Source: an optimization exercise on an open RTL-to-GDS flow (aim: small area, a short achievable clock period and few clock cycles). Production flows keep margins and buffers that such runs may drop. Power figures rest on the tool's default switching activity, not on a simulated workload.

Setup of old:
==> flow/design.v <==
module bellmanford (reset, clock, GMAR1, GMDR1, GMAR2, GMDR2, IMAR, IMDR, WMAR1, WMAR2, WMDR1, WMDR2, WMWDR, WMWAR, WMWE, OMAR, OMDR, OMWAR, OMWDR, OMWE, NegCycle, Finish);
input clock,reset;
output wire [12:0] GMAR1;
input wire [127:0] GMDR1;
output wire [12:0] GMAR2;
input wire [127:0] GMDR2;
output reg [12:0] IMAR;
input wire [7:0] IMDR;
output wire [12:0] WMAR1;
input wire [127:0] WMDR1;
output wire [12:0] WMAR2;
input wire [127:0] WMDR2;
output wire [12:0] WMWAR;
output wire [127:0] WMWDR;
output wire WMWE;
output wire [12:0] OMAR;
output wire [15:0] OMDR;
assign OMAR = 13'b0;
assign OMDR = 16'b0;
output reg [12:0] OMWAR;
output reg [15:0] OMWDR;
output wire OMWE;
output reg NegCycle;
output reg Finish;
localparam [3:0] QS = 4'd0,    
                 NS = 4'd1,    
                 E  = 4'd2,    
                 NX = 4'd3,    
                 PK = 4'd4,    
                 OA = 4'd5,    
                 OB = 4'd6,    
                 OC = 4'd7,    
                 OD = 4'd8,    
                 DN = 4'd9,    
                 NG = 4'd10;   
reg [3:0] st;
reg [5:0] Nm1;         
reg [5:0] U;           
reg [7:0] DistU;
reg [5:0] iv;          
reg [7:0] iw;          
reg [5:0] icnt;        
reg [2:0] fslot;       
reg [12:0] fline;      
reg [5:0] passm1;      
reg ncc;               
reg nproc;             
reg [63:0] dirty;      
reg [5:0] nxt;         
reg nxt_all;
reg qfirst;            
reg nxt_has;
reg fresh;             
reg [5:0] wa;          
reg wv;                
reg ep, rst_d;         
always @(posedge clock) begin
    rst_d <= reset;
    if (reset && !rst_d) ep <= !ep;
end
function [7:0] add8;   
    input [7:0] a, b;
    reg [7:0] g, p, g1, p1, g2, p2, g3;
    integer k;
    begin
        g = a & b;
        p = a ^ b;
        for (k = 0; k < 8; k = k + 1) begin
            g1[k] = (k >= 1) ? (g[k] | (p[k] & g[k-1])) : g[k];
            p1[k] = (k >= 1) ? (p[k] & p[k-1]) : p[k];
        end
        for (k = 0; k < 8; k = k + 1) begin
            g2[k] = (k >= 2) ? (g1[k] | (p1[k] & g1[k-2])) : g1[k];
            p2[k] = (k >= 2) ? (p1[k] & p1[k-2]) : p1[k];
        end
        for (k = 0; k < 8; k = k + 1)
            g3[k] = (k >= 4) ? (g2[k] | (p2[k] & g2[k-4])) : g2[k];
        add8 = p ^ {g3[6:0], 1'b0};
    end
endfunction
function lt8;          
    input [7:0] a, b;
    reg [7:0] l, e;
    reg [3:0] l1, e1;
    reg [1:0] l2, e2;
    integer k;
    begin
        l = ~a & b;
        e = ~(a ^ b);
        for (k = 0; k < 4; k = k + 1) begin
            l1[k] = l[2*k+1] | (e[2*k+1] & l[2*k]);
            e1[k] = e[2*k+1] & e[2*k];
        end
        for (k = 0; k < 2; k = k + 1) begin
            l2[k] = l1[2*k+1] | (e1[2*k+1] & l1[2*k]);
            e2[k] = e1[2*k+1] & e1[2*k];
        end
        lt8 = l2[1] | (e2[1] & l2[0]);
    end
endfunction
function lt6;          
    input [5:0] a, b;
    begin
        lt6 = lt8({2'b00, a}, {2'b00, b});
    end
endfunction
wire [7:0] rdist2 = WMDR2[21:14];
wire valid2 = WMDR2[13:0] == {ep, IMAR};
wire [7:0] nw = add8(DistU, iw);
wire relax = (st == E) && (!valid2 || lt8(nw ^ 8'h80, rdist2 ^ 8'h80));
function [6:0] pe8;    
    input [7:0] x;
    begin
        casez (x)
            8'b???????1: pe8 = {1'b1, 3'b0, 3'd0};
            8'b??????10: pe8 = {1'b1, 3'b0, 3'd1};
            8'b?????100: pe8 = {1'b1, 3'b0, 3'd2};
            8'b????1000: pe8 = {1'b1, 3'b0, 3'd3};
            8'b???10000: pe8 = {1'b1, 3'b0, 3'd4};
            8'b??100000: pe8 = {1'b1, 3'b0, 3'd5};
            8'b?1000000: pe8 = {1'b1, 3'b0, 3'd6};
            8'b10000000: pe8 = {1'b1, 3'b0, 3'd7};
            default:     pe8 = 7'd0;
        endcase
    end
endfunction
function [6:0] pe64;   
    input [63:0] x;
    reg [7:0] g;
    reg [6:0] gi, t;
    reg [2:0] li;
    integer k;
    begin
        li = 3'd0;
        for (k = 0; k < 8; k = k + 1) g[k] = |x[8*k +: 8];
        gi = pe8(g);
        for (k = 0; k < 8; k = k + 1) begin
            t = pe8(x[8*k +: 8]);
            if (gi[2:0] == k) li = t[2:0];
        end
        pe64 = {gi[6], gi[2:0], li};
    end
endfunction
function [63:0] above;   
    input [5:0] a;
    integer k;
    begin
        for (k = 0; k < 64; k = k + 1) above[k] = (k > a);
    end
endfunction
wire [63:0] mask1 = nxt_all ? 64'hffffffffffffffff : above(nxt);
wire [6:0] pe_u = pe64(dirty & mask1);
wire wa_c = wv && lt6(U, wa);
wire iv_c = relax && lt6(U, iv);
wire wa_lt = !nxt_has || lt6(wa, nxt);
wire iv_lt = !nxt_has || lt6(iv, nxt);
wire iv_lt_wa = lt6(iv, wa);
wire keep_nxt = !(wa_c && wa_lt) && !(iv_c && iv_lt);   
wire abv_has = nxt_has || wa_c || iv_c;
wire [5:0] abv_alt = (iv_c && (!wa_c || iv_lt_wa)) ? iv : wa;
wire has_d = |dirty;
wire clr_u = (st == NS) || fresh;
wire [63:0] dirty_n = (st == QS) ? 64'd0 :
    ((dirty & ~({63'd0, clr_u} << U)) | ({63'd0, relax} << iv));
always @(posedge clock) dirty <= dirty_n;
wire [5:0] nmin = keep_nxt ? nxt : abv_alt;
wire nmin_has = abv_has;
wire done = (st == NX) || (st == E && icnt == 6'd0);
wire ahead = (st == E) && (icnt == 6'd0);
wire [5:0] Ur = ahead ? nxt : U;
assign GMAR1 = (st == QS) ? 13'd0 : {7'd0, Ur};
assign GMAR2 = (st == NS || ahead) ? GMDR1[12:0] : fline;
assign WMAR1 = {7'd0, Ur};
assign WMAR2 = {7'd0, iv};
assign WMWE = relax || (st == NS && qfirst);
assign WMWAR = {7'd0, (st == E) ? iv : U};
assign WMWDR = {100'd0, U, (st == E) ? nw : 8'd0, ep, IMAR};
assign OMWE = (st == OA) || (st == OB) || (st == OC) || (st == OD);
always @(*) begin
    case (st)
        OA: OMWDR = {8'd0, rdist2};
        OB: OMWDR = {8'd0, IMDR};
        OC: OMWDR = {10'd0, iv} + 16'd1;
        default: OMWDR = (IMDR == 8'hff) ? 16'hffff : 16'h0000;
    endcase
end
reg [13:0] slotw;
always @(*) begin
    case (fslot)
        3'd0: slotw = {GMDR2[125:120], GMDR2[119:112]};
        3'd1: slotw = {GMDR2[109:104], GMDR2[103:96]};
        3'd2: slotw = {GMDR2[93:88], GMDR2[87:80]};
        3'd3: slotw = {GMDR2[77:72], GMDR2[71:64]};
        3'd4: slotw = {GMDR2[61:56], GMDR2[55:48]};
        3'd5: slotw = {GMDR2[45:40], GMDR2[39:32]};
        3'd6: slotw = {GMDR2[29:24], GMDR2[23:16]};
        default: slotw = {GMDR2[13:8], GMDR2[7:0]};
    endcase
end
wire [5:0] L = GMDR2[117:112];
wire [7:0] dN = WMDR1[21:14];
wire [5:0] v1 = GMDR2[109:104] - 6'd1;    
always @(posedge clock) begin
    if (reset) begin
        st <= QS;
        IMAR <= 13'd0;
        OMWAR <= 13'd0;
        Finish <= 1'b0;
        NegCycle <= 1'b0;
    end else begin
        case (st)
        QS: begin
            Nm1 <= GMDR1[5:0] - 6'd2;
            U <= IMDR[5:0] - 6'd1;
            nxt <= IMDR[5:0] - 6'd1;
            nxt_all <= 1'b0;
            qfirst <= 1'b1;
            passm1 <= 6'd0;
            ncc <= 1'b1;
            nproc <= 1'b0;
            IMAR <= IMAR + 13'd1;
            st <= NS;
        end
        NS: begin
            DistU <= qfirst ? 8'd0 : WMDR1[21:14];
            qfirst <= 1'b0;
            wv <= 1'b0;
            iw <= GMDR2[103:96];
            nxt <= pe_u[5:0];
            nxt_has <= pe_u[6];
            if (U == Nm1) nproc <= 1'b1;
            iv <= v1;
            icnt <= L - 6'd1;
            fslot <= 3'd2;
            fline <= GMDR1[12:0];
            st <= (L == 6'd0) ? NX : E;
        end
        E: begin
            nxt <= nmin;
            nxt_has <= nmin_has;
            wv <= relax;
            wa <= iv;
            if (relax) begin
                ncc <= 1'b1;
            end
            if (icnt != 6'd0) begin
                iv <= slotw[13:8] - 6'd1;
                iw <= slotw[7:0];
                icnt <= icnt - 6'd1;
                fslot <= fslot + 3'd1;
                if (fslot == 3'd7) fline <= fline + 13'd1;
            end
        end
        NX: begin
            wv <= 1'b0;
        end
        PK: begin
            iv <= IMDR[5:0] - 6'd1;
            U <= pe_u[5:0];
            nxt <= pe_u[5:0];
            nxt_all <= 1'b0;
            if (passm1 == 6'd0 && !nproc && has_d) begin
                st <= NS;
            end else if (!ncc || !has_d) begin
                st <= OA;
            end else if (passm1 == Nm1) begin
                st <= NG;
            end else begin
                passm1 <= passm1 + 6'd1;
                ncc <= 1'b0;
                st <= NS;
            end
        end
        OA: begin
            OMWAR <= OMWAR + 13'd1;
            iv <= WMDR2[27:22];
            st <= OB;
        end
        OB: begin
            OMWAR <= OMWAR + 13'd1;
            IMAR <= IMAR + 13'd1;
            st <= OC;
        end
        OC: begin
            OMWAR <= OMWAR + 13'd1;
            iv <= WMDR2[27:22];
            if (WMDR2[27:22] == iv) st <= OD;    
        end
        OD: begin
            OMWAR <= OMWAR + 13'd1;
            if (IMDR == 8'hff) begin
                IMAR <= IMAR + 13'd1;
                st <= QS;
            end else begin
                Finish <= 1'b1;
                st <= DN;
            end
        end
        DN: begin
        end
        NG: begin
            NegCycle <= 1'b1;
        end
        default: st <= QS;
        endcase
        fresh <= 1'b0;
        if (ahead) begin
            nxt <= pe_u[5:0];
            nxt_has <= pe_u[6];
            DistU <= dN;
            iw <= GMDR2[103:96];
            if (nxt == Nm1 && nxt_has) nproc <= 1'b1;
            iv <= v1;
            icnt <= L - 6'd1;
            fslot <= 3'd2;
            fline <= GMDR1[12:0];
        end
        if (done) begin
            if (abv_has) begin
                if (keep_nxt && nxt_has && st == E && !(relax && iv == nxt)) begin
                    U <= nxt;
                    fresh <= 1'b1;
                    st <= (L == 6'd0) ? NX : E;
                end else begin
                    U <= keep_nxt ? nxt : abv_alt;
                    nxt <= keep_nxt ? nxt : abv_alt;
                    st <= NS;
                end
            end else begin
                nxt_all <= 1'b1;
                st <= PK;
            end
        end
    end
end
endmodule
clock: 5.0 ns
lec_check: 0
abc_clock_period_in_ps: 3000
cap_margin: 20
core_area: 5 5 275 275
die_area: 0 0 280 280
setup_slack_margin: 1.5
slew_margin: 20
run.sh (not shown) runs the stock make flow with config.mk's settings and CLKGATE_MAP_FILE= SYNTH_SCRIPT=/design/flow/synth_recipe.tcl, a recipe that flattens the netlist after the stock synthesis.
No stage failed in old, and the final checks on the layout all came back clean.
Edits applied to the flow inputs when going from old to new:
--- a/flow/design.v
+++ b/flow/design.v
@@ -35,13 +35,13 @@
                  NG = 4'd10;   
 reg [3:0] st;
 reg [5:0] Nm1;         
 reg [5:0] U;           
 reg [7:0] DistU;
 reg [5:0] iv;          
-reg [7:0] iw;          
+reg [7:0] nw;          
 reg [5:0] icnt;        
 reg [2:0] fslot;       
 reg [12:0] fline;      
 reg [5:0] passm1;      
 reg ncc;               
 reg nproc;             
@@ -103,13 +103,12 @@
     begin
         lt6 = lt8({2'b00, a}, {2'b00, b});
     end
 endfunction
 wire [7:0] rdist2 = WMDR2[21:14];
 wire valid2 = WMDR2[13:0] == {ep, IMAR};
-wire [7:0] nw = add8(DistU, iw);
 wire relax = (st == E) && (!valid2 || lt8(nw ^ 8'h80, rdist2 ^ 8'h80));
 function [6:0] pe8;    
     input [7:0] x;
     begin
         casez (x)
             8'b???????1: pe8 = {1'b1, 3'b0, 3'd0};
@@ -196,12 +195,17 @@
         3'd6: slotw = {GMDR2[29:24], GMDR2[23:16]};
         default: slotw = {GMDR2[13:8], GMDR2[7:0]};
     endcase
 end
 wire [5:0] L = GMDR2[117:112];
 wire [7:0] dN = WMDR1[21:14];
+wire nfirst = (st != E) || ahead;
+wire [7:0] nwn = add8(nfirst ? ((st == NS && qfirst) ? 8'd0 : dN) : DistU,
+                      nfirst ? GMDR2[103:96] : slotw[7:0]);
+wire [7:0] nwr = add8(nw, GMDR2[103:96]);
+wire selfn = relax && (iv == nxt);
 wire [5:0] v1 = GMDR2[109:104] - 6'd1;    
 always @(posedge clock) begin
     if (reset) begin
         st <= QS;
         IMAR <= 13'd0;
         OMWAR <= 13'd0;
@@ -220,15 +224,15 @@
             nproc <= 1'b0;
             IMAR <= IMAR + 13'd1;
             st <= NS;
         end
         NS: begin
             DistU <= qfirst ? 8'd0 : WMDR1[21:14];
+            nw <= nwn;
             qfirst <= 1'b0;
             wv <= 1'b0;
-            iw <= GMDR2[103:96];
             nxt <= pe_u[5:0];
             nxt_has <= pe_u[6];
             if (U == Nm1) nproc <= 1'b1;
             iv <= v1;
             icnt <= L - 6'd1;
             fslot <= 3'd2;
@@ -242,13 +246,13 @@
             wa <= iv;
             if (relax) begin
                 ncc <= 1'b1;
             end
             if (icnt != 6'd0) begin
                 iv <= slotw[13:8] - 6'd1;
-                iw <= slotw[7:0];
+                nw <= nwn;
                 icnt <= icnt - 6'd1;
                 fslot <= fslot + 3'd1;
                 if (fslot == 3'd7) fline <= fline + 13'd1;
             end
         end
         NX: begin
@@ -304,23 +308,23 @@
         default: st <= QS;
         endcase
         fresh <= 1'b0;
         if (ahead) begin
             nxt <= pe_u[5:0];
             nxt_has <= pe_u[6];
-            DistU <= dN;
-            iw <= GMDR2[103:96];
+            DistU <= selfn ? nw : dN;
+            nw <= selfn ? nwr : nwn;
             if (nxt == Nm1 && nxt_has) nproc <= 1'b1;
             iv <= v1;
             icnt <= L - 6'd1;
             fslot <= 3'd2;
             fline <= GMDR1[12:0];
         end
         if (done) begin
             if (abv_has) begin
-                if (keep_nxt && nxt_has && st == E && !(relax && iv == nxt)) begin
+                if (keep_nxt && nxt_has && st == E) begin
                     U <= nxt;
                     fresh <= 1'b1;
                     st <= (L == 6'd0) ? NX : E;
                 end else begin
                     U <= keep_nxt ? nxt : abv_alt;
                     nxt <= keep_nxt ? nxt : abv_alt;
Findings:
Taking old as the reference, in new clock share of power picked up an extra 5.6 points; non-clock buffer count now larger; effective utilization at floorplan rose by 0.50 points; wire length shows no meaningful change. In the reports for old and new, the smaller starting DRC count in detailed routing belongs to new. Relative to old, the maximum resistive drop on vdd of new is higher by about 6%. new went all the way through the flow, and no timing, DRC or antenna check failed. Logic gate share of total power, old and new, higher one = old.
No functional check of the RTL was part of any run of this note.

what the ideal ports hide:
The flow's constraints put no driver on any port. The routed layouts listed below were extracted and timed again, unchanged, in two steps. Step 1 sets driving cells, clkbuf_16 on the clock port and buf_2 on the other inputs (assumed; they add their load-dependent delay and slew). Step 2, shift: input delay + t, output delay - t, t = (earliest + latest rising clock arrival at the registers) / 2. This alone moves slack from input paths to output paths. a / b / c = no drivers / after step 1 / after step 2; a / b = the first two.
run | t (ns) | setup WS [ns] | hold slack, ns | worst setup path after step 2
old | 0.506 | 0.199 / 0.145 / 0.218 | 0.482 / 0.482 / 0.482 | register to register
new | 0.531 | 1.460 / 1.406 / 1.096 | 0.485 / 0.485 / 0.485 | input to register
After both steps every run listed still meets setup and hold. The setup slack of new, which loses most, moves by -0.054 ns with the drivers and by -0.364 ns with both steps.
